What follows belongs to an exercise in optimizing a design on an open flow for small area, a short achievable clock period and few clock cycles; a production flow would make more cautious choices. Only simulation tests tie the RTL to the original design; equivalence was not proved.

--- design/flow/run.sh ---
#!/bin/bash
# synth_recipe.tcl (not shown) runs the flow's synth.tcl, then flattens the netlist and writes it again
# the make line also repeats each setting of config.mk as NAME=value (left out here)
make -C /OpenROAD-flow-scripts/flow DESIGN_CONFIG=/design/flow/config.mk WORK_HOME=/design/flow/orfs CLKGATE_MAP_FILE= SYNTH_SCRIPT=/design/flow/synth_recipe.tcl finish
--- design/flow/constraint.sdc ---
create_clock -name core_clock -period 11.0 [get_ports {Clk}]
set_input_delay 2.2000 -clock core_clock [delete_from_list [all_inputs] [get_ports {Clk}]]
set_output_delay 2.2000 -clock core_clock [all_outputs]
set_load 0.01 [all_outputs]
--- design/flow/config.mk ---
export PLATFORM = sky130hd
export DESIGN_NAME = One_Core_CPU_Mips_Top
export DESIGN_NICKNAME = One_Core_CPU_Mips_Top
export VERILOG_FILES = /design/flow/design.v
export SDC_FILE = /design/flow/constraint.sdc
export NUM_CORES = 4
export LEC_CHECK = 0
export CAP_MARGIN = 20
export CORE_MARGIN = 2
export CORE_UTILIZATION = 40
export SLEW_MARGIN = 20
--- design/flow/design.v ---
`timescale 1ns / 1ps
module ALU32Bit(
    input  wire [31:0] A, B,
    input  wire [3:0]  ALUControl,
    output reg  [31:0] ALUResult
);
    wire signed [31:0] sA = $signed(A);
    wire signed [31:0] sB = $signed(B);
    wire signed [63:0] MulResult = sA * sB;
    always @(*) begin
        case (ALUControl)
            4'h0: ALUResult = A + B;                         
            4'h1: ALUResult = A - B;                         
            4'h2: ALUResult = MulResult[31:0];               
            4'h3: ALUResult = A | B;                         
            4'h4: ALUResult = A ^ B;                         
            4'h5: ALUResult = ~(A | B);                      
            4'h6: ALUResult = A & B;                         
            4'h7: ALUResult = A << B[4:0];                   
            4'h8: ALUResult = A >> B[4:0];                   
            4'h9: ALUResult = (sA < sB) ? 32'd1 : 32'd0;     
            default: ALUResult = 32'd0;
        endcase
    end
endmodule
`timescale 1ns / 1ps
module ALUControlUnit(
    input  wire [1:0] ALUOp,
    input  wire [5:0] funct,
    input  wire [5:0] OpCode,
    output reg  [3:0] ALUControl
);
    always @* begin
        ALUControl = 4'hF;  
        case (ALUOp)
            2'b00: begin
                ALUControl = 4'h0;
            end
            2'b01: begin
                ALUControl = 4'h2;   
            end
            2'b10: begin
                case (funct)
                    6'h20: ALUControl = 4'h0;  
                    6'h22: ALUControl = 4'h1;  
                    6'h25: ALUControl = 4'h3;  
                    6'h26: ALUControl = 4'h4;  
                    6'h27: ALUControl = 4'h5;  
                    6'h24: ALUControl = 4'h6;  
                    6'h00: ALUControl = 4'h7;  
                    6'h02: ALUControl = 4'h8;  
                    6'h2a: ALUControl = 4'h9;  
                    default: ALUControl = 4'hF;  
                endcase
            end
            2'b11: begin
                case(OpCode)
                    6'b001100: ALUControl = 4'h6;      
                    6'b001101: ALUControl = 4'h3;      
                    6'b001110: ALUControl = 4'h4;      
                    6'b001010: ALUControl = 4'h9;      
                    default:    ALUControl = 4'hF;
                endcase
            end
            default: begin
                ALUControl = 4'hF;  
            end
        endcase
    end
endmodule
`timescale 1ns / 1ps
module BranchLogic(
    input  wire [31:0] A,           
    input  wire [31:0] B,           
    input  wire        Branch,      
    input  wire [2:0]  BranchType,  
    output reg         BranchTaken  
);
    localparam BEQ     = 3'b000,
               BNE     = 3'b001,
               BGEZ    = 3'b010,
               BGTZ    = 3'b011,
               BLEZ    = 3'b100,
               BLTZ    = 3'b101,
               BR_NONE = 3'b111;
    wire signed [31:0] sA = A;
    wire signed [31:0] sB = B;
    wire eq   = (sA == sB);
    wire neq  = ~eq;
    wire ltz  = (sA <  0);
    wire gtz  = (sA >  0);
    wire lez  = (sA <= 0);
    wire gez  = (sA >= 0);
    reg cond_match;
    always @* begin
        cond_match  = 1'b0;
        BranchTaken = 1'b0;
        case (BranchType)
            BEQ:     cond_match = eq;
            BNE:     cond_match = neq;
            BGEZ:    cond_match = gez;
            BGTZ:    cond_match = gtz;
            BLEZ:    cond_match = lez;
            BLTZ:    cond_match = ltz;
            default: cond_match = 1'b0;  
        endcase
        BranchTaken = Branch & cond_match;
    end
endmodule
`timescale 1ns / 1ps
module Controller(
  input  wire [31:0] instruction,
  output reg  [1:0]  RegDst, MemToReg,
  output reg         RegWrite, ALUSrc, Branch, extOp,
  output reg  [1:0]  ALUOp,                          
  output reg         MemRead, MemWrite,
  output reg  [2:0]  branchType,
  output reg  [1:0]  loadWidth,
  output reg         loadUnsigned,
  output reg  [1:0]  storeWidth,
  output reg         DoJump,
  output reg         DoJR,
  output reg         IsShift,
  output reg         UsesRs,
  output reg         UsesRt
);
  localparam OP_RTYPE = 6'b000000,
             OP_LW    = 6'b100011,
             OP_SW    = 6'b101011,
             OP_BEQ   = 6'b000100,
             OP_BNE   = 6'b000101,
             OP_ADDI  = 6'b001000,
             OP_ANDI  = 6'b001100,
             OP_ORI   = 6'b001101,
             OP_SLTI  = 6'b001010,
             OP_J     = 6'b000010,
             OP_JAL   = 6'b000011,
             OP_LB    = 6'b100000,
             OP_LH    = 6'b100001,
             OP_SB    = 6'b101000,
             OP_SH    = 6'b101001,
             OP_BLEZ  = 6'b000110,
             OP_BGTZ  = 6'b000111,
             OP_REGI  = 6'b000001,
             OP_XORI  = 6'b001110,
             OP_MUL   = 6'b011100;
  localparam FUNCT_JR   = 6'b001000,
             FUNCT_SLL  = 6'b000000,
             FUNCT_SRL  = 6'b000010;
  localparam BEQ     = 3'b000,
             BNE     = 3'b001,
             BGEZ    = 3'b010,
             BGTZ    = 3'b011,
             BLEZ    = 3'b100,
             BLTZ    = 3'b101,
             BR_NONE = 3'b111;
  localparam M2R_MEM = 2'b01,                 
             M2R_ALU = 2'b00,
             M2R_PC8 = 2'b10,
             M2R_ZERO = 2'b11;           
  localparam RD_RT = 2'b00,
             RD_RD = 2'b01,
             RD_RA = 2'b10;
  wire [5:0] opcode = instruction[31:26];
  wire [4:0] rt     = instruction[20:16];
  wire [5:0] funct  = instruction[5:0];
  wire [4:0] rs     = instruction[25:21];
  always @* begin
    RegDst       = RD_RT;
    RegWrite     = 1'b0;
    ALUSrc       = 1'b0;
    ALUOp        = 2'b00;
    MemRead      = 1'b0;
    MemWrite     = 1'b0;
    MemToReg     = M2R_ZERO;
    Branch       = 1'b0;
    branchType   = BR_NONE;
    loadWidth    = 2'b00;
    loadUnsigned = 1'b0;
    storeWidth   = 2'b00;
    extOp        = 1'b1;               
    DoJump       = 1'b0;
    DoJR         = 1'b0;
    IsShift      = 1'b0;
    UsesRs       = 1'b0;
    UsesRt       = 1'b0;
   if(instruction == 32'h0000_0000) begin    
    end
    else case (opcode)
      OP_RTYPE: begin
        if (funct == FUNCT_JR) begin
          DoJR = 1'b1;
          UsesRs = 1'b1;
        end
        else if ((funct == FUNCT_SLL || funct == FUNCT_SRL) && (rs == 5'b0)) begin     
            IsShift = 1'b1;
            RegDst   = RD_RD;
            RegWrite = 1'b1;
            ALUOp    = 2'b10;
            UsesRt   = 1'b1;
            MemToReg = M2R_ALU;
        end
        else begin                       
          RegDst   = RD_RD;
          RegWrite = 1'b1;
          ALUOp    = 2'b10;
          UsesRs   = 1'b1;
          UsesRt   = 1'b1;
          MemToReg = M2R_ALU;
        end
      end
      OP_MUL: begin
         RegDst   = RD_RD;
         RegWrite = 1'b1;
         ALUOp    = 2'b01;      
         UsesRs   = 1'b1;
         UsesRt   = 1'b1;
         MemToReg = M2R_ALU;
      end
      OP_BEQ: begin
        Branch     = 1'b1;
        branchType = BEQ;
        UsesRs     = 1'b1;
        UsesRt     = 1'b1;
      end
      OP_BNE: begin
        Branch     = 1'b1;
        branchType = BNE;
        UsesRs     = 1'b1;
        UsesRt     = 1'b1;
      end
      OP_BLEZ: begin
        Branch     = 1'b1;
        branchType = BLEZ;
        UsesRs     = 1'b1;
      end
      OP_BGTZ: begin
        Branch     = 1'b1;
        branchType = BGTZ;
        UsesRs     = 1'b1;
      end
      OP_REGI: begin
        Branch = 1'b1;
        UsesRs = 1'b1;
        case (rt)
          5'b00000: begin
             branchType = BLTZ;
          end
          5'b00001:begin
             branchType = BGEZ;
          end
        default:  branchType = BR_NONE;
       endcase
      end
      OP_J: begin
        DoJump = 1'b1;
      end
      OP_JAL: begin
        DoJump = 1'b1;         
        RegWrite = 1'b1;       
        RegDst   = RD_RA;      
        MemToReg = M2R_PC8;    
      end
      OP_ADDI: begin
        RegWrite = 1'b1;
        ALUSrc   = 1'b1;
        ALUOp    = 2'b00;
        UsesRs   = 1'b1;
        MemToReg = M2R_ALU;
      end
      OP_ANDI: begin
        RegWrite = 1'b1;
        ALUSrc   = 1'b1;
        ALUOp    = 2'b11;
        extOp    = 1'b0;
        UsesRs   = 1'b1;
        MemToReg = M2R_ALU;
      end
      OP_ORI: begin
        RegWrite = 1'b1;
        ALUSrc   = 1'b1;
        ALUOp    = 2'b11;
        extOp    = 1'b0;
        UsesRs   = 1'b1;
        MemToReg = M2R_ALU;
      end
      OP_XORI: begin
        RegWrite = 1'b1;
        ALUSrc   = 1'b1;
        ALUOp    = 2'b11;
        extOp    = 1'b0;
        UsesRs   = 1'b1;
        MemToReg = M2R_ALU;
      end
      OP_SLTI: begin
        RegWrite = 1'b1;
        ALUSrc   = 1'b1;
        ALUOp    = 2'b11;
        UsesRs   = 1'b1;
        MemToReg = M2R_ALU;
      end
      OP_LW: begin
        RegWrite   = 1'b1;
        ALUSrc     = 1'b1;
        MemRead    = 1'b1;
        MemToReg   = M2R_MEM;
        loadWidth  = 2'b00;
        UsesRs     = 1'b1;
      end
      OP_LB: begin
        RegWrite   = 1'b1;
        ALUSrc     = 1'b1;
        MemRead    = 1'b1;
        MemToReg   = M2R_MEM;
        loadWidth  = 2'b10;
        loadUnsigned = 1'b0;
        UsesRs       = 1'b1;
      end
      OP_LH: begin
        RegWrite   = 1'b1;
        ALUSrc     = 1'b1;
        MemRead    = 1'b1;
        MemToReg   = M2R_MEM;
        loadWidth  = 2'b01;
        loadUnsigned = 1'b0;
        UsesRs       = 1'b1;
      end
      OP_SW: begin
        ALUSrc    = 1'b1;
        MemWrite  = 1'b1;
        storeWidth = 2'b00;
        UsesRs     = 1'b1;
        UsesRt     = 1'b1;
      end
      OP_SB: begin
        ALUSrc    = 1'b1;
        MemWrite  = 1'b1;
        storeWidth = 2'b10;
        UsesRs     = 1'b1;
        UsesRt     = 1'b1;
      end
      OP_SH: begin
        ALUSrc    = 1'b1;
        MemWrite  = 1'b1;
        storeWidth = 2'b01;
        UsesRs     = 1'b1;
        UsesRt     = 1'b1;
      end
      default: begin
      end
    endcase
  end
endmodule
`timescale 1ns / 1ps
module EX_MEM (
    input  wire        clk,
    input  wire        reset,           
    input  wire        enable,          
    input  wire        flush,           
    input  wire [1:0]  MemToReg_in,
    input  wire        RegWrite_in,
    input  wire        MemRead_in,
    input  wire        MemWrite_in,
    input  wire [1:0]  loadWidth_in,     
    input  wire        loadUnsigned_in,  
    input  wire [1:0]  storeWidth_in,    
    input  wire [31:0] ALUResult_in,     
    input  wire [31:0] WriteData_in,     
    input  wire [4:0]  WriteReg_in,      
    input  wire [31:0] PCPlus8_in, PCPlus4_in,
    output wire [1:0]  MemToReg_out,
    output wire        RegWrite_out,
    output wire        MemRead_out,
    output wire        MemWrite_out,
    output wire [1:0]  loadWidth_out,
    output wire        loadUnsigned_out,
    output wire [1:0]  storeWidth_out,
    output wire [31:0] ALUResult_out,
    output wire [31:0] WriteData_out,
    output wire [4:0]  WriteReg_out,
    output  wire [31:0] PCPlus8_out, PCPlus4_out
);
    reg [1:0]  MemToReg_q;
    reg        RegWrite_q, MemRead_q, MemWrite_q;
    reg [1:0]  loadWidth_q, storeWidth_q;
    reg        loadUnsigned_q;
    reg [31:0] ALUResult_q, WriteData_q;
    reg [4:0]  WriteReg_q;
    reg [31:0] PCPlus8_q, PCPlus4_q;
    localparam [1:0]  Z2 = 2'b00;
    localparam [2:0]  Z3 = 3'b000;
    localparam [4:0]  Z5 = 5'b00000;
    localparam [31:0] Z32 = 32'h0000_0000;
    always @(posedge clk or posedge reset) begin
        if (reset) begin
            MemToReg_q      <= Z2;
            RegWrite_q      <= 1'b0;
            MemRead_q       <= 1'b0;
            MemWrite_q      <= 1'b0;
            loadWidth_q     <= Z2;
            loadUnsigned_q  <= 1'b0;
            storeWidth_q    <= Z2;
            ALUResult_q     <= Z32;
            WriteData_q     <= Z32;
            WriteReg_q      <= Z5;
            PCPlus8_q       <= Z32;  
            PCPlus4_q       <= Z32;
        end else if (enable) begin
            if (flush) begin
                MemToReg_q      <= Z2;
                RegWrite_q      <= 1'b0;
                MemRead_q       <= 1'b0;
                MemWrite_q      <= 1'b0;
                loadWidth_q     <= Z2;
                loadUnsigned_q  <= 1'b0;
                storeWidth_q    <= Z2;
                ALUResult_q     <= Z32;
                WriteData_q     <= Z32;
                WriteReg_q      <= Z5;
                PCPlus8_q       <= Z32;  
                PCPlus4_q       <= Z32;
            end
            else begin
                MemToReg_q      <= MemToReg_in;
                RegWrite_q      <= RegWrite_in;
                MemRead_q       <= MemRead_in;
                MemWrite_q      <= MemWrite_in;
                loadWidth_q     <= loadWidth_in;
                loadUnsigned_q  <= loadUnsigned_in;
                storeWidth_q    <= storeWidth_in;
                ALUResult_q     <= ALUResult_in;
                WriteData_q     <= WriteData_in;
                WriteReg_q      <= WriteReg_in;
                PCPlus8_q       <= PCPlus8_in; 
                PCPlus4_q       <= PCPlus4_in;
            end
        end
    end
    assign MemToReg_out     = MemToReg_q;
    assign RegWrite_out     = RegWrite_q;
    assign MemRead_out      = MemRead_q;
    assign MemWrite_out     = MemWrite_q;
    assign loadWidth_out    = loadWidth_q;
    assign loadUnsigned_out = loadUnsigned_q;
    assign storeWidth_out   = storeWidth_q;
    assign ALUResult_out    = ALUResult_q;
    assign WriteData_out    = WriteData_q;
    assign WriteReg_out     = WriteReg_q;
    assign PCPlus8_out      = PCPlus8_q; 
    assign PCPlus4_out      = PCPlus4_q;
endmodule
`timescale 1ns / 1ps
module ExecutionAdder(PCAddResult, LeftShiftResult, ExecutionAddResult);
    input [31:0] LeftShiftResult;
    input [31:0] PCAddResult;
    output reg [31:0] ExecutionAddResult;
    always@(*) begin
        ExecutionAddResult = LeftShiftResult + PCAddResult;
    end
endmodule
`timescale 1ns / 1ps
module HDU(
    input wire [4:0] ID_Rs, ID_Rt,
    input wire ID_UsesRs,                
    input wire ID_UsesRt,
    input wire EX_RegWrite,
    input wire [4:0] EX_WriteRegister,
    input wire MEM_RegWrite,
    input wire [4:0] MEM_WriteRegister,
    output reg PCWrite,
    output reg IF_ID_Write,
    output reg ID_EX_FlushCtrl
    );
   wire Haz_EX_Rs = (ID_UsesRs && EX_RegWrite && (EX_WriteRegister != 5'b0) && (EX_WriteRegister == ID_Rs));
   wire Haz_EX_Rt = (ID_UsesRt && EX_RegWrite && (EX_WriteRegister != 5'b0) && (EX_WriteRegister == ID_Rt));
   wire Haz_MEM_Rs = (ID_UsesRs && MEM_RegWrite && (MEM_WriteRegister != 5'b0) && (MEM_WriteRegister == ID_Rs));
   wire Haz_MEM_Rt = (ID_UsesRt && MEM_RegWrite && (MEM_WriteRegister != 5'b0) && (MEM_WriteRegister == ID_Rt));
   wire DataHazard = Haz_EX_Rs | Haz_EX_Rt | Haz_MEM_Rs | Haz_MEM_Rt;
   always @* begin
        if (DataHazard) begin
            PCWrite = 1'b0;                  
            IF_ID_Write = 1'b0;              
            ID_EX_FlushCtrl = 1'b1;          
        end else begin
            PCWrite = 1'b1;
            IF_ID_Write = 1'b1;
            ID_EX_FlushCtrl = 1'b0; 
       end
    end
endmodule
`timescale 1ns / 1ps
module ID_EX (
    input clk,
    input reset,         
    input enable,        
    input flush,         
    input  [1:0]       RegDst_in, MemToReg_in,
    input              RegWrite_in, ALUSrc_in, extOp_in,
    input  [1:0]       ALUOp_in,
    input              MemRead_in, MemWrite_in,
    input  [1:0]       loadWidth_in,
    input              loadUnsigned_in,
    input  [1:0]       storeWidth_in,
    input              IsShift_in,
    input      [31:0]  ReadData1_in,
    input      [31:0]  ReadData2_in,
    input      [31:0]  SignExtend_in,  
    input      [5:0]   OpCode_in,
    input      [4:0]   Rt_in,
    input      [4:0]   Rd_in,
    input      [5:0]   Funct_in,
    input      [31:0]  PC_in,          
    input      [31:0]  PCPlus8_in,
    input      [31:0]  Shamt_in,
    output wire   [1:0]       RegDst_out, MemToReg_out,
    output wire               RegWrite_out, ALUSrc_out, extOp_out,
    output wire   [1:0]       ALUOp_out,
    output wire               MemRead_out, MemWrite_out,
    output wire   [1:0]       loadWidth_out,
    output wire               loadUnsigned_out,
    output wire   [1:0]       storeWidth_out,
    output wire               IsShift_out,
    output wire [31:0] ReadData1_out,
    output wire [31:0] ReadData2_out,
    output wire [31:0] SignExtend_out,
    output wire  [5:0] OpCode_out,
    output wire  [4:0] Rt_out,
    output wire  [4:0] Rd_out,
    output wire  [5:0] Funct_out,
    output wire [31:0] PC_out,
    output wire [31:0] PCPlus8_out,
    output wire [31:0] Shamt_out
);
    reg [1:0]   RegDst_q, MemToReg_q;
    reg         RegWrite_q, ALUSrc_q, extOp_q;
    reg [1:0]   ALUOp_q;
    reg         MemRead_q, MemWrite_q;
    reg [1:0]   loadWidth_q;
    reg         loadUnsigned_q;
    reg [1:0]   storeWidth_q;  
    reg         IsShift_q;
    reg [31:0] ReadData1_q, ReadData2_q, SignExtend_q, PC_q;
    reg [5:0]  OpCode_q;
    reg [4:0]  Rt_q, Rd_q;
    reg [5:0]  Funct_q;
    reg [31:0] PCPlus8_q;
    reg [5:0]  Shamt_q;
    assign RegDst_out           =   RegDst_q;
    assign MemToReg_out         =   MemToReg_q;
    assign MemWrite_out         =   MemWrite_q;
    assign RegWrite_out         =   RegWrite_q;
    assign ALUSrc_out           =   ALUSrc_q;
    assign extOp_out            =   extOp_q;
    assign ALUOp_out            =   ALUOp_q;
    assign MemRead_out          =   MemRead_q;
    assign loadWidth_out        =   loadWidth_q;
    assign loadUnsigned_out     =   loadUnsigned_q;
    assign storeWidth_out       =   storeWidth_q;
    assign PCPlus8_out          =   PCPlus8_q;
    assign IsShift_out          =   IsShift_q;
    assign Shamt_out            =   Shamt_q;
    assign OpCode_out           =   OpCode_q;
    assign Rt_out               =   Rt_q;
    assign Rd_out               =   Rd_q;
    assign Funct_out            =   Funct_q;
    assign PC_out               =   PC_q;
    assign ReadData1_out        =   ReadData1_q;
    assign ReadData2_out        =   ReadData2_q;
    assign SignExtend_out       =   SignExtend_q;
    always @(posedge clk or posedge reset) begin
        if (reset)
         begin
            RegWrite_q   <= 1'b0;
            ALUSrc_q     <= 1'b0;
            MemWrite_q   <= 1'b0;
            MemRead_q    <= 1'b0;
            ALUOp_q      <= 2'b00;
            RegDst_q     <= 2'b00;
            MemToReg_q   <= 2'b00;
            loadWidth_q  <= 2'b00;
            loadUnsigned_q <= 1'b0;
            storeWidth_q <= 2'b00;
            extOp_q      <= 1'b0;
            IsShift_q    <= 1'b0;
            ReadData1_q  <= 32'b0;
            ReadData2_q  <= 32'b0;
            SignExtend_q <= 32'b0;
            OpCode_q     <= 6'b0;
            Rt_q         <= 5'b0;
            Rd_q         <= 5'b0;
            Funct_q      <= 6'b0;
            PC_q         <= 32'b0;
            PCPlus8_q    <= 32'b0;
            Shamt_q      <= 32'b0;
        end 
        else if (enable) begin
            if (flush)
            begin
                RegWrite_q   <= 1'b0;
                ALUSrc_q     <= 1'b0;
                MemWrite_q   <= 1'b0;
                MemRead_q    <= 1'b0;
                ALUOp_q      <= 2'b00;
                RegDst_q     <= 2'b00;
                MemToReg_q   <= 2'b00;
                loadWidth_q  <= 2'b00;
                loadUnsigned_q <= 1'b0;
                storeWidth_q <= 2'b00;
                extOp_q      <= 1'b0;
                IsShift_q    <= 1'b0;
                ReadData1_q  <= 32'b0;
                ReadData2_q  <= 32'b0;
                SignExtend_q <= 32'b0;
                OpCode_q     <= 6'b0;
                Rt_q         <= 5'b0;
                Rd_q         <= 5'b0;
                Funct_q      <= 6'b0;
                PC_q         <= 32'b0;
                PCPlus8_q    <= PCPlus8_in;
                Shamt_q      <= 32'b0;
            end 
            else begin
                RegDst_q            <= RegDst_in;       
                MemToReg_q          <= MemToReg_in;
                RegWrite_q          <= RegWrite_in;
                ALUSrc_q            <= ALUSrc_in;
                extOp_q             <= extOp_in;
                ALUOp_q             <= ALUOp_in;
                MemRead_q           <= MemRead_in;
                MemWrite_q          <= MemWrite_in;
                loadWidth_q         <= loadWidth_in;
                loadUnsigned_q      <= loadUnsigned_in;
                storeWidth_q        <= storeWidth_in;  
                IsShift_q           <= IsShift_in;
                ReadData1_q  <= ReadData1_in;
                ReadData2_q  <= ReadData2_in;
                SignExtend_q <= SignExtend_in;
                OpCode_q     <= OpCode_in;
                Rt_q         <= Rt_in;
                Rd_q         <= Rd_in;
                Funct_q      <= Funct_in;
                PC_q         <= PC_in;
                PCPlus8_q    <= PCPlus8_in;
                Shamt_q      <= Shamt_in;
            end
        end
    end
endmodule
`timescale 1ns / 1ps
module IF_ID (
    input         clk,
    input         reset,          
    input         enable,         
    input         flush,          
    input  [31:0] PC_in,          
    input  [31:0] Instruction_in,
    output wire [31:0] PC_out,
    output wire [31:0] Instruction_out
);
    reg [31:0] PC_q;
    reg [31:0] Instruction_q;
    assign PC_out         = PC_q;
    assign Instruction_out= Instruction_q;
    always @(posedge clk or posedge reset) begin
        if (reset) begin
            PC_q         <= 32'b0;
            Instruction_q<= 32'b0;
        end else if (enable) begin
            if (flush) begin
                PC_q          <= PC_in;
                Instruction_q <= 32'b0;
            end else begin
                PC_q          <= PC_in;
                Instruction_q <= Instruction_in;
            end
        end
    end
endmodule
`timescale 1ns / 1ps
module LeftShifter(LeftShiftInput, LeftShiftOutput);
    input [31:0] LeftShiftInput;
    output reg [31:0] LeftShiftOutput;
    always @(*) begin
        LeftShiftOutput = LeftShiftInput << 2;
    end
endmodule
`timescale 1ns / 1ps
module MEM_WB (
    input              clk,
    input              reset,               
    input              enable,              
    input              flush,               
    input              RegWrite_in,
    input       [1:0]  MemToReg_in,
    input      [31:0]  ReadDataMem_in,      
    input      [31:0]  ALUResult_in,        
    input       [4:0]  RegDestination_in,   
    input       [31:0] PCPlus8_in,
    output wire        RegWrite_out,
    output wire  [1:0] MemToReg_out,
    output wire [31:0] ReadDataMem_out,
    output wire [31:0] ALUResult_out,
    output wire  [4:0] RegDestination_out,
    output wire [31:0] PCPlus8_out
);
    reg        RegWrite_q; 
    reg  [1:0] MemToReg_q;
    reg [31:0] ReadDataMem_q, ALUResult_q;
    reg  [4:0] RegDestination_q;
    reg [31:0] PCPlus8_q;
    always @(posedge clk or posedge reset) begin
        if (reset) begin
            RegWrite_q        <= 1'b0;
            MemToReg_q        <= 2'b00;
            ReadDataMem_q     <= 32'b0;
            ALUResult_q       <= 32'b0;
            RegDestination_q  <= 5'b0;
            PCPlus8_q         <= 32'b0;
        end else if (enable) begin
            if (flush) begin
                RegWrite_q        <= 1'b0;
                MemToReg_q        <= 2'b00;
                ReadDataMem_q     <= 32'b0;
                ALUResult_q       <= 32'b0;
                RegDestination_q  <= 5'b0;
                PCPlus8_q         <= 32'b0;
            end else begin
                RegWrite_q        <= RegWrite_in;
                MemToReg_q        <= MemToReg_in;
                ReadDataMem_q     <= ReadDataMem_in;
                ALUResult_q       <= ALUResult_in;
                RegDestination_q  <= RegDestination_in;
                PCPlus8_q         <= PCPlus8_in;
            end
        end
    end
    assign RegWrite_out       = RegWrite_q;
    assign MemToReg_out       = MemToReg_q;
    assign ReadDataMem_out    = ReadDataMem_q;
    assign ALUResult_out      = ALUResult_q;
    assign RegDestination_out = RegDestination_q;
    assign PCPlus8_out        = PCPlus8_q;
endmodule
`timescale 1ns / 1ps
module Mux32Bit2To1(
    input  [31:0] inA,
    input  [31:0] inB,
    input         sel,
    output reg [31:0] out
);
always @(*) begin
    if (sel)
        out = inB;
    else
        out = inA;
end
endmodule
`timescale 1ns / 1ps
module PCAdder(PCResult, PCAddResult);
    input [31:0] PCResult;
    output [31:0] PCAddResult;
    reg [31:0] PCAddResult;
   always@ (PCResult)begin
        PCAddResult <= PCResult + 4;
    end
endmodule
`timescale 1ns / 1ps
module ProgramCounter(Address, Reset, PCWrite, Clk, PCResult);
	input [31:0] Address;
	input Reset, PCWrite, Clk;
	output reg [31:0] PCResult;
    always @(posedge Clk) begin
       if (Reset)begin
          PCResult <= 32'h00000000;
       end else if (PCWrite) begin
          PCResult <= Address;
       end
       else begin
       end
    end
endmodule
`timescale 1ns / 1ps
module RegisterFile(ReadRegister1, ReadRegister2, WriteRegister, WriteData, RegWrite, Clk, ReadData1, ReadData2);
    input [4:0] ReadRegister1;   
    input [4:0] ReadRegister2;   
    input [4:0] WriteRegister;   
    input [31:0] WriteData;
    input RegWrite;
    input Clk;
    output reg [31:0] ReadData1;
    output reg [31:0] ReadData2;
    reg [31:0] registers [31:0];
    always @(posedge Clk)
    begin
       if(RegWrite == 1 && (WriteRegister != 0))
           registers[WriteRegister] <= WriteData;
    end
    always @(*)
    begin
       if (ReadRegister1 == 5'd0)
           ReadData1 = 32'd0;
       else if (RegWrite && (WriteRegister == ReadRegister1))
           ReadData1 = WriteData;
       else
           ReadData1 = registers[ReadRegister1];
       if (ReadRegister2 == 5'd0)
           ReadData2 = 32'd0;
       else if (RegWrite && (WriteRegister == ReadRegister2))
           ReadData2 = WriteData;
       else
           ReadData2 = registers[ReadRegister2];
    end
endmodule
`timescale 1ns / 1ps
module SignExtension (
    input  [15:0] in,
    input         extOp,
    output reg [31:0] out
);
    always @(*) begin
        if (extOp)
            out = {{16{in[15]}}, in};   
        else
            out = {16'b0, in};          
    end
endmodule
 `timescale 1ns / 1ps
 module One_Core_CPU_Mips_Top(Clk, Reset, PCAddDisplay, WriteDataDisplay,
                              IMemAddr, IMemData,
                              DMemAddr, DMemWriteData, DMemByteEnable, DMemWrite, DMemReadData);
    input Clk, Reset;
    output [31:0] PCAddDisplay;
    output [31:0] WriteDataDisplay;
    output [9:0]  IMemAddr;
    input  [31:0] IMemData;
    output [9:0]  DMemAddr;
    output [31:0] DMemWriteData;
    output [3:0]  DMemByteEnable;
    output        DMemWrite;
    input  [31:0] DMemReadData;
    wire [31:0] IF_Instruction;
    wire [31:0] IF_PCResult;
    wire [31:0] IF_PCAddResult;
    wire IF_ID_Enable;
    wire IF_ID_Flush;
    wire ID_EX_Enable;       
    assign ID_EX_Enable = 1'b1;       
    wire ID_EX_Flush;
    wire ID_PCWrite;                         
    wire [31:0] ID_Instruction;
    wire [31:0] ID_InstSignExtOut;
    wire [31:0] ID_PCAddResult;
    wire [31:0] ID_ReadData1; 
    wire [31:0] ID_ReadData2;
    wire [31:0] ID_JumpTarget; 
    wire [31:0] ID_JRTarget;
    wire [31:0] ID_PCPlus8;         
    wire [31:0] ID_Shamt;
    wire [4:0]  ID_Rs;
    wire [4:0]  ID_Rt;
    wire [4:0]  ID_Rd;
    wire [5:0]  ID_Funct;
    wire [5:0]  ID_OpCode;
    wire        ID_BranchTaken;
    wire [31:0] ID_BranchTarget;
    wire [31:0] ID_NextPC;
    wire [31:0] EX_ReadData1;
    wire [31:0] EX_ReadData2;
    wire [31:0] EX_InstSignExtOut;
    wire [31:0] EX_LeftShiftOut;
    wire [31:0] EX_ExecutionAdderResult;
    wire [4:0]  EX_WriteRegister;
    wire [3:0]  EX_ALUControl;
    wire [31:0] EX_ALUResult;
    wire [31:0] EX_ALUInputA;
    wire [31:0] EX_ALUInputB;
    wire [31:0] EX_RdInstMuxOut;
    wire [31:0] EX_PCAddResult;
    wire [31:0] EX_PCPlus8;         
    wire [31:0] EX_PCPlus4;         
    wire [31:0] EX_Shamt;
    wire [4:0]  EX_Rt, EX_Rd;
    wire [5:0]  EX_Funct;
    wire [5:0]  EX_OpCode;
    wire [31:0] MEM_MemReadData;
    wire [31:0] MEM_ALUResult;
    wire [31:0] MEM_ReadData2;
    wire [4:0]  MEM_WriteRegister;
    wire [31:0] MEM_ExecutionAdderResult;
    wire [31:0] MEM_PCPlus8, MEM_PCPlus4;                     
    wire [31:0] MEM_StoreData;
    wire [31:0] WB_ALUResult;
    wire [31:0] WB_MemReadData;
    wire [4:0]  WB_WriteRegister;
    wire [31:0] WB_WriteData;
    wire [31:0] WB_PCPlus8;
  wire  [1:0]  ID_RegDst, ID_MemToReg;
  wire         ID_RegWrite, ID_ALUSrc, ID_Branch, ID_ExtOp;
  wire  [1:0]  ID_ALUOp;
  wire         ID_MemRead, ID_MemWrite;
  wire  [2:0]  ID_BranchType;
  wire  [1:0]  ID_LoadWidth;
  wire         ID_LoadUnsigned;
  wire  [1:0]  ID_StoreWidth;
  wire         ID_DoJump, ID_DoJR;
  wire         ID_IsShift;
  wire         ID_UsesRs;
  wire         ID_UsesRt;
  wire  [1:0]  EX_RegDst, EX_MemToReg;
  wire         EX_RegWrite, EX_ALUSrc, EX_ExtOp;
  wire  [1:0]  EX_ALUOp;
  wire         EX_MemRead, EX_MemWrite;
  wire  [1:0]  EX_LoadWidth;
  wire         EX_LoadUnsigned;
  wire  [1:0]  EX_StoreWidth;
  wire         EX_IsShift;
  wire  [1:0]  MEM_MemToReg;
  wire         MEM_RegWrite;
  wire         MEM_MemRead, MEM_MemWrite;
  wire  [1:0]  MEM_LoadWidth;
  wire         MEM_LoadUnsigned;
  wire  [1:0]  MEM_StoreWidth;
  wire [1:0]   a;                                    
  wire [3:0]   MEM_ByteEnable;                       
  wire  [1:0]  WB_MemToReg;
  wire         WB_RegWrite; 
  localparam BEQ     = 3'b000,
             BNE     = 3'b001,
             BGEZ    = 3'b010,
             BGTZ    = 3'b011,
             BLEZ    = 3'b100,
             BLTZ    = 3'b101,
             BR_NONE = 3'b111;
    ProgramCounter ProgramCounter_1(ID_NextPC, Reset, ID_PCWrite, Clk, IF_PCResult);
    PCAdder PCAdder_1(IF_PCResult, IF_PCAddResult);
    assign IMemAddr       = IF_PCResult[11:2];
    assign IF_Instruction = IMemData;
    IF_ID IF_ID_1(
        .clk           (Clk),
        .reset         (Reset),
        .enable        (IF_ID_Enable),              
        .flush         (IF_ID_Flush),               
        .PC_in         (IF_PCAddResult),            
        .Instruction_in(IF_Instruction),
        .PC_out        (ID_PCAddResult),
        .Instruction_out(ID_Instruction)
    );                 
    RegisterFile RegisterFile_1(ID_Instruction[25:21], ID_Instruction[20:16], WB_WriteRegister, WB_WriteData, WB_RegWrite, Clk, ID_ReadData1, ID_ReadData2);
    SignExtension SignExtension_1(ID_Instruction[15:0], ID_ExtOp, ID_InstSignExtOut);
    HDU HDU_1(
        .ID_Rs(ID_Rs),
        .ID_Rt(ID_Rt),
        .ID_UsesRs(ID_UsesRs),
        .ID_UsesRt(ID_UsesRt),
        .EX_RegWrite(EX_RegWrite),
        .EX_WriteRegister(EX_WriteRegister),
        .MEM_RegWrite(MEM_RegWrite),
        .MEM_WriteRegister(MEM_WriteRegister),
        .PCWrite(ID_PCWrite),
        .IF_ID_Write(IF_ID_Enable),
        .ID_EX_FlushCtrl(ID_EX_Flush)
        );
    BranchLogic BranchLogic1(ID_ReadData1, ID_ReadData2, ID_Branch, ID_BranchType, ID_BranchTaken); 
    assign ID_BranchTarget = {ID_InstSignExtOut << 2} + ID_PCAddResult;
    assign ID_JumpTarget  = { ID_PCAddResult[31:28], ID_Instruction[25:0], 2'b00};    
    assign ID_JRTarget    = ID_ReadData1;                  
    assign IF_ID_Flush    = (ID_BranchTaken | ID_DoJump | ID_DoJR) & ID_PCWrite;              
    reg [31:0] next_pc;
    always @* begin
        if(ID_DoJR) begin
            next_pc = ID_JRTarget;
        end
        else if(ID_DoJump) begin
            next_pc = ID_JumpTarget;
        end
        else if(ID_BranchTaken)begin
            next_pc = ID_BranchTarget;
        end
        else begin
            next_pc = IF_PCAddResult;                      
        end
     end 
     assign ID_NextPC = next_pc;
    assign ID_PCPlus8    = ID_PCAddResult + 32'd4;                                   
    assign ID_Shamt      = {27'b0, ID_Instruction[10:6]};
    assign ID_OpCode     = ID_Instruction[31:26];
    assign ID_Rs         = ID_Instruction[25:21];
    assign ID_Rt         = ID_Instruction[20:16];
    assign ID_Rd         = ID_Instruction[15:11];
    assign ID_Funct      = ID_Instruction[5:0];
    Controller Controller_1(
          .instruction(ID_Instruction),
          .RegDst(ID_RegDst),
          .MemToReg(ID_MemToReg),
          .RegWrite(ID_RegWrite),
          .ALUSrc(ID_ALUSrc),
          .Branch(ID_Branch),
          .extOp(ID_ExtOp),
          .ALUOp(ID_ALUOp),
          .MemRead(ID_MemRead),
          .MemWrite(ID_MemWrite),
          .branchType(ID_BranchType),
          .loadWidth(ID_LoadWidth),
          .loadUnsigned(ID_LoadUnsigned),
          .storeWidth(ID_StoreWidth),
          .DoJump(ID_DoJump),
          .DoJR(ID_DoJR),
          .IsShift(ID_IsShift),
          .UsesRs(ID_UsesRs),
          .UsesRt(ID_UsesRt)
        );
    ID_EX ID_EX_1(
        .clk(Clk),
        .reset(Reset),
        .enable(ID_EX_Enable),
        .flush(ID_EX_Flush),
        .RegDst_in(ID_RegDst),
        .MemToReg_in(ID_MemToReg),
        .RegWrite_in(ID_RegWrite),
        .ALUSrc_in(ID_ALUSrc),
        .extOp_in(ID_ExtOp),
        .ALUOp_in(ID_ALUOp),
        .MemRead_in(ID_MemRead),
        .MemWrite_in(ID_MemWrite),
        .loadWidth_in(ID_LoadWidth),
        .loadUnsigned_in(ID_LoadUnsigned),
        .storeWidth_in(ID_StoreWidth),
        .IsShift_in(ID_IsShift),
        .ReadData1_in(ID_ReadData1),
        .ReadData2_in(ID_ReadData2),
        .SignExtend_in(ID_InstSignExtOut),
        .OpCode_in(ID_OpCode),
        .Rt_in(ID_Rt),
        .Rd_in(ID_Rd),
        .Funct_in(ID_Funct),
        .PC_in(ID_PCAddResult),
        .PCPlus8_in(ID_PCPlus8),
        .Shamt_in(ID_Shamt),
        .RegDst_out(EX_RegDst),
        .MemToReg_out(EX_MemToReg),
        .RegWrite_out(EX_RegWrite),
        .ALUSrc_out(EX_ALUSrc),
        .extOp_out(EX_ExtOp),
        .ALUOp_out(EX_ALUOp),
        .MemRead_out(EX_MemRead),
        .MemWrite_out(EX_MemWrite),
        .loadWidth_out(EX_LoadWidth),
        .loadUnsigned_out(EX_LoadUnsigned),
        .storeWidth_out(EX_StoreWidth),
        .IsShift_out(EX_IsShift),
        .ReadData1_out(EX_ReadData1),
        .ReadData2_out(EX_ReadData2),
        .SignExtend_out(EX_InstSignExtOut),
        .OpCode_out(EX_OpCode),
        .Rt_out(EX_Rt),
        .Rd_out(EX_Rd),
        .Funct_out(EX_Funct),
        .PC_out(EX_PCAddResult),
        .PCPlus8_out(EX_PCPlus8),
        .Shamt_out(EX_Shamt)
);                
    ExecutionAdder ExecutionAdder_1(EX_PCAddResult, EX_LeftShiftOut, EX_ExecutionAdderResult);
    LeftShifter LeftShifter_1(EX_InstSignExtOut, EX_LeftShiftOut);
    Mux32Bit2To1 MuxToALUInputA(EX_ReadData1, EX_ReadData2, EX_IsShift, EX_ALUInputA);                   
    Mux32Bit2To1 RdInstMux(EX_ReadData2, EX_InstSignExtOut, EX_ALUSrc, EX_RdInstMuxOut);                 
    Mux32Bit2To1 MuxToALUInputB(EX_RdInstMuxOut, EX_Shamt, EX_IsShift, EX_ALUInputB);                    
    ALUControlUnit ALUControlUnit_1 (EX_ALUOp, EX_Funct, EX_OpCode, EX_ALUControl);
    ALU32Bit ALU32Bit_1(EX_ALUInputA, EX_ALUInputB, EX_ALUControl, EX_ALUResult);
    assign EX_PCPlus4     = EX_PCAddResult;  
    assign EX_WriteRegister = 
        (EX_RegDst == 2'b00)? EX_Rt :    
        (EX_RegDst == 2'b01)? EX_Rd :    
                                5'd31;                   
EX_MEM EX_MEM_1 (
    .clk(Clk),
    .reset(Reset),
    .enable(1'b1),
    .flush(1'b0),
    .MemToReg_in(EX_MemToReg),
    .RegWrite_in(EX_RegWrite),
    .MemRead_in(EX_MemRead),
    .MemWrite_in(EX_MemWrite),
    .loadWidth_in(EX_LoadWidth),
    .loadUnsigned_in(EX_LoadUnsigned),
    .storeWidth_in(EX_StoreWidth),
    .ALUResult_in(EX_ALUResult),
    .WriteData_in(EX_ReadData2),
    .WriteReg_in(EX_WriteRegister),
    .PCPlus8_in(EX_PCPlus8),
    .PCPlus4_in(EX_PCPlus4),
    .MemToReg_out(MEM_MemToReg),
    .RegWrite_out(MEM_RegWrite),
    .MemRead_out(MEM_MemRead),
    .MemWrite_out(MEM_MemWrite),
    .loadWidth_out(MEM_LoadWidth),
    .loadUnsigned_out(MEM_LoadUnsigned),
    .storeWidth_out(MEM_StoreWidth),
    .ALUResult_out(MEM_ALUResult),
    .WriteData_out(MEM_ReadData2),
    .WriteReg_out(MEM_WriteRegister),
    .PCPlus8_out(MEM_PCPlus8),
    .PCPlus4_out(MEM_PCPlus4)
);
    assign DMemAddr        = MEM_ALUResult[11:2];
    assign DMemWriteData   = MEM_StoreData;
    assign DMemByteEnable  = MEM_ByteEnable;
    assign DMemWrite       = MEM_MemWrite & (MEM_ByteEnable != 4'b0000);
    assign MEM_MemReadData = MEM_MemRead ? DMemReadData : 32'h0000_0000;
    assign a = MEM_ALUResult[1:0];    
    reg  [31:0] raw;           
    wire [31:0] MEM_LoadData;  
    always @* begin
      raw = 32'b0;
      case (MEM_LoadWidth)
        2'b00: begin
          raw = MEM_MemReadData;
        end
        2'b01: begin
          raw = (a[1] == 1'b0) ? {16'b0, MEM_MemReadData[15:0]}
                               : {16'b0, MEM_MemReadData[31:16]};
        end
        2'b10: begin
          case (a)
            2'b00: raw = {24'b0, MEM_MemReadData[7:0]};
            2'b01: raw = {24'b0, MEM_MemReadData[15:8]};
            2'b10: raw = {24'b0, MEM_MemReadData[23:16]};
            2'b11: raw = {24'b0, MEM_MemReadData[31:24]};
            default: raw = 32'b0;
          endcase
        end
        default: raw = 32'b0;
      endcase
    end
    assign MEM_LoadData =
      (MEM_LoadWidth == 2'b01) ? (MEM_LoadUnsigned ? raw
                                                   : {{16{raw[15]}}, raw[15:0]}) :
      (MEM_LoadWidth == 2'b10) ? (MEM_LoadUnsigned ? raw
                                                   : {{24{raw[7]}},  raw[7:0]})  :
                                 raw;  
    reg[31:0] rt_raw;
    reg [3:0] byte_enable;
    always @* begin
        rt_raw = 32'b0;             
        byte_enable = 4'b0000; 
        case(MEM_StoreWidth)
            2'b00: begin
                 rt_raw = MEM_ReadData2; 
                 byte_enable = 4'b1111;
            end
            2'b01: begin
                if(a[1] == 1'b0)begin
                    rt_raw = {16'b0, MEM_ReadData2[15:0]};
                    byte_enable = 4'b0011;
                end
                else begin
                    rt_raw = {MEM_ReadData2[15:0], 16'b0};
                    byte_enable = 4'b1100;
                end
            end
            2'b10: 
                case(a)
                    2'b00: begin
                         rt_raw = {24'b0, MEM_ReadData2[7:0]};
                         byte_enable = 4'b0001;
                    end
                    2'b01: begin
                        rt_raw = {16'b0, MEM_ReadData2[7:0], 8'b0};
                        byte_enable = 4'b0010;
                    end 
                    2'b10: begin
                        rt_raw = {8'b0, MEM_ReadData2[7:0], 16'b0};
                        byte_enable = 4'b0100;
                    end
                    2'b11: begin
                        rt_raw = {MEM_ReadData2[7:0], 24'b0};
                        byte_enable = 4'b1000;
                    end
                    default: begin 
                        rt_raw = 32'b0;
                        byte_enable = 4'b0000;
                    end
                   endcase
            default: begin
            end
        endcase
      end
      assign MEM_StoreData = rt_raw;
      assign MEM_ByteEnable = byte_enable;
    MEM_WB MEM_WB_1(
        .clk(Clk),
        .reset(Reset),
        .enable(1'b1),
        .flush(1'b0),
        .RegWrite_in(MEM_RegWrite),
        .MemToReg_in(MEM_MemToReg),
        .ReadDataMem_in(MEM_LoadData),                   
        .ALUResult_in(MEM_ALUResult),
        .RegDestination_in(MEM_WriteRegister),          
        .PCPlus8_in(MEM_PCPlus8),
        .RegWrite_out(WB_RegWrite),
        .MemToReg_out(WB_MemToReg),
        .ReadDataMem_out(WB_MemReadData),
        .ALUResult_out(WB_ALUResult),
        .RegDestination_out(WB_WriteRegister),
        .PCPlus8_out(WB_PCPlus8)          
        );
    assign WB_WriteData =
        (WB_MemToReg == 2'b00)? WB_ALUResult :
        (WB_MemToReg == 2'b01)? WB_MemReadData  :
        (WB_MemToReg == 2'b10)?(WB_PCPlus8-4) :
                               32'b0 ;          
   reg [31:0] v0_shadow, v1_shadow;               
   always @(posedge Clk or posedge Reset) begin
        if(Reset) begin
            v0_shadow <= 32'd0;     
            v1_shadow <= 32'd0;
        end
        else if(WB_RegWrite) begin                             
            if(WB_WriteRegister == 5'd2)begin
                v0_shadow <= WB_WriteData;
            end
            if (WB_WriteRegister == 5'd3) begin
                v1_shadow <= WB_WriteData;
            end
        end
    end
   assign PCAddDisplay      = v0_shadow;     
   assign WriteDataDisplay  = v1_shadow;     
endmodule
==> results.txt <==
-- Yosys cell counts (all sizes together) (33+ instances only) --
cell type,count,area [sq um]
mux4,471,10600
ha,279,3490
mux2i,266,2660
o21ai,321,1610
nor3,121,617
nor4,35,234
o211ai,47,353
xor2,60,526
nand3,121,618
o22ai,73,463
nand2,613,2310
a31oi,54,338
nand4,53,338
buf,225,1430
and2,73,457
nand2b,51,319
nor2,788,2960
fa,411,8230
a221oi,44,410
a21o,64,480
inv,575,2160
a21oi,303,1550
nor2b,96,601
a22oi,109,818
a22o,51,447
xnor2,167,1460
clkbuf,274,1030
mux2,82,923
dfrtp,481,12000
a211oi,63,490
edfxtp,1024,30700
o221ai,33,289
and3,49,307
-- registers in the layout, indices dropped and copies added (netlist names), 13 cells and up --
register                   flops
EX_MEM_1.ALUResult_q          32
EX_MEM_1.PCPlus8_q            32
EX_MEM_1.WriteData_q          32
ID_EX_1.PCPlus8_q             32
ID_EX_1.ReadData1_q           32
ID_EX_1.ReadData2_q           32
ID_EX_1.SignExtend_q          13
IF_ID_1.Instruction_q         32
IF_ID_1.PC_q                  32
MEM_WB_1.ALUResult_q          32
MEM_WB_1.PCPlus8_q            32
MEM_WB_1.ReadDataMem_q        32
ProgramCounter_1.PCResult     32
RegisterFile_1.registers    1024
v0_shadow                     32
v1_shadow                     32
-- worst max-delay path by stage --
stage | slack, ns | start | depth (start not counted) | to
floorplan | 1.65 | ID_EX_1.IsShift_q | 30 | EX_MEM_1.ALUResult_q[31]
global route | 0.76 | ID_EX_1.IsShift_q | 24 | EX_MEM_1.ALUResult_q[31]
detailed placement | 1.41 | ID_EX_1.IsShift_q | 25 | EX_MEM_1.ALUResult_q[31]
CTS | 1.38 | ID_EX_1.IsShift_q | 25 | EX_MEM_1.ALUResult_q[31]
global placement | 1.33 | ID_EX_1.IsShift_q | 21 | EX_MEM_1.ALUResult_q[21]
finish | 1.16 | ID_EX_1.IsShift_q | 24 | EX_MEM_1.ALUResult_q[31]
-- cell families after synthesis --
| group | after synthesis |
|---|---|
| AOI/OAI and AO/OA | 1442 |
| xor gates and xnor gates | 227 |
| adders and majority gates | 692 |
| buffers and inverters | 1089 |
| DFF | 1537 |
| muxes | 819 |
| other | 1 |
| and+or+nand+nor | 2118 |
-- critical path: cells and delay by family (launching register included) --
| kind | cells | cell delay (ns) |
|---|---|---|
| buf+inv | 5 | 1.17 |
| compound gates | 6 | 2.18 |
| simple gates | 3 | 1.24 |
| flops | 1 | 0.73 |
| xor+xnor | 1 | 0.11 |
| fa+ha+maj | 9 | 4.25 |
-- layer usage --
metal | vias to the layer above | track usage (%) | share of wire [%]
met5 | - | 0 | 0.017
li1 | 29400 | - | -
met2 | 4568 | 54.9 | 47
met4 | 12 | 27.4 | 9.9
met1 | 37200 | 40.0 | 34
met3 | 1290 | 7.22 | 9.0
-- per-stage QoR --
step           cells  hold WS, ns  utilization, %  setup WS (ns)
5_1_grt        11400        0.344            45.1          0.763
2_1_floorplan   7956        0.331               -           1.65
3_5_place_dp   11100        0.335            42.7           1.41
4_1_cts        11400        0.334            45.1           1.38
3_3_place_gp   11100        0.333            42.7           1.33
6_report       11400        0.324            45.1           1.16
-- area by class of cell --
| cell class | instances | area [sq um] |
|---|---|---|
| fill | 21500 | 130000 |
| multi-input combinational | 5330 | 48000 |
| sequential | 1537 | 43500 |
| clock buffer | 202 | 4450 |
| tap | 3167 | 3960 |
| timing repair buffer | 435 | 3830 |
| inverter | 590 | 2230 |
| clock inverter | 106 | 1220 |
| antenna | 15 | 37.5 |
==> flow_summary_export.csv <==
group,metric,value,unit
status,status,"finished clean",
setup_path,cp_common_cell,"fa_1",
placed_design,place_congestion,1.02,
drt,via_per_inst,6.36,
clocking,cts.sinks,1537,
clocking,post_cts_buffers,0,
synth,yosys_warnings,17,
placed_design,port_buffers,186,
timing,finalSetupViolCount,0,
timing,slew_headroom,13.5,%
global_route,antenna_found_initial,23,
floorplan,start_util,40.2,%
floorplan,die_area,0.243,sq mm
setup_path,r2r_end,"EX_MEM_1.ALUResult_q[31]",
synth,synth_cell_types,113,
drt,drt_iter0_drc,9851,
job,cap_violations,0,
setup_path,required,11.67,ns
timing,tightest_slew,1.30,ns
setup_path,path_cells,"nor2_1 -> clkinv_1 -> nor2_1 -> fa_1 -> fa_1 -> fa_1 -> inv_1 -> fa_1 -> inv_1 -> fa_1 -> inv_1 -> fa_1 -> inv_1 -> fa_1 -> fa_1 -> ha_1 -> a2111oi_0 -> nor4_1 -> o31a_1 -> a211oi_1 -> o21ai_0 -> a21oi_1 -> xnor2_1 -> a221o_1",
floorplan,ioPinCount,187,
synth,synth-seq-cells,1537,
clocking,postCtsHoldBufs,0,
floorplan,die_h,493,um
synth,yosys.area_share.simple,10.1,%
timing,max_freq,102,MHz
timing,final.period_utilization,89.4,%
finish,fin_nets,8816,
timing,fin_crit,9.84,ns
setup_path,crit_type,"reg2reg",
setup_path,crit_path_start_kind,"flip-flop",
synth,synth_xor_area_share,2.08,%
global_route,grt_overflow,0,
drt,routed_wl,421,mm
clocking,numCtsBuffers,166,
synth,netlist_area,0.0955,sq mm
synth,synth_edf_count,1024,
synth,avgSynthCellArea,12.1,sq um
clocking,clock_latency,0.85,ns
setup_path,rr_startpoint,"ID_EX_1.IsShift_q",
placed_design,dp_hpwl,306,mm
finish,final_cell_mix,"1024 x edfxtp_1, 762 x nor2_1, 612 x nand2_1, 564 x inv_1, 467 x dfrtp_1",
global_route,grt_pass1_vias,72500,
setup_path,arrival,10.51,ns
finish,final_cell_area,0.107,sq mm
setup_path,slowest_delay,0.96,ns
setup_path,rr_worst_depth,24,
finish,final_layout_size_suffix_gt1_share,14.9,%
clocking,cts_tree,"done",
hold_path,holdPathEnd,"EX_MEM_1.PCPlus8_q[9]",
setup_path,cp_max_fo,46,
finish,area_growth,12.3,%
placed_design,post_dp_cell_area,0.101,sq mm
floorplan,rows,179,
timing,finalMaxSlewViolations,0,
drt,wire_per_inst,37.0,um
timing,finalHoldViolCount,0,
setup_path,cp_slowest_cell,"clkinv_1",
clocking,clockRootBuffer,"clkbuf_16",
drt,drc_errors,0,
clocking,htree_levels,4,
timing,rsz0062_at_grt,"false",
drt,vias,72400,
hold_path,hold_depth,0,
clocking,path_clk_slew,0.07,ns
floorplan,die_width,493,um
clocking,cts.repair.resized,0,
global_route,grt_pass1_wl,581,mm
synth,synth_top_family_by_area,"multiplexers",
timing,finalSetupTns,0,ns
finish,final_common_cell,"edfxtp_1",
timing,finalClockSkew,0.0701,ns
synth,synth_mux_area_share,14.9,%
synth,seq_area_frac_synth,45.5,%
hold_path,hp-start,"ID_EX_1.PCPlus8_q[9]",
synth,syn_inst,7925,
floorplan,coreArea,0.238,sq mm
global_route,grt_max_degree,125,
synth,async_flop_share,31.3,%
clocking,cts.path.max_buffers,3,
drt,ant_nets,0,
synth,synthAdderAreaFrac,12.3,%
hold_path,hp-class,"reg2reg",
synth,synth_compound_area_share,10.3,%
global_route,grt_usage,34.3,%
synth,dominantRegCellSynth,"edfxtp_1",
drt,drt_first_pass_iters,10,
setup_path,end_kind,"flip-flop",
setup_path,ff2ff_setup_slack,1.16,ns
Testbench counts, summed over its fixed seeds: cycles 112,579.

## re-timing with driven ports
The flow's constraints put no driver on any port. The routed layout listed below was extracted and timed again, unchanged, in two steps.
Step 1 (the two cells are an assumption about what drives the block):
set clk [get_ports {Clk}]
set_driving_cell -lib_cell sky130_fd_sc_hd__clkbuf_16 $clk
set_driving_cell -lib_cell sky130_fd_sc_hd__buf_2 [delete_from_list [all_inputs] $clk]
Step 2 moves the port delays by t, midway between the first and last clock arrival at a register: inputs arrive t later, outputs are due t later. That takes back most of the time a late clock gives input paths.
a / b / c = no drivers / after step 1 / after step 2; a / b = the first two.
t (ns): 0.903
slack for setup (ns): 1.164 / 1.164 / 1.164
worst slew at a driven data input, ns: 0.06
cell pins on the clock port's net: 1
After both steps setup and hold are still met in this run. For this run, drivers alone change the setup slack by 0.000 ns; drivers and shift together by 0.000 ns.
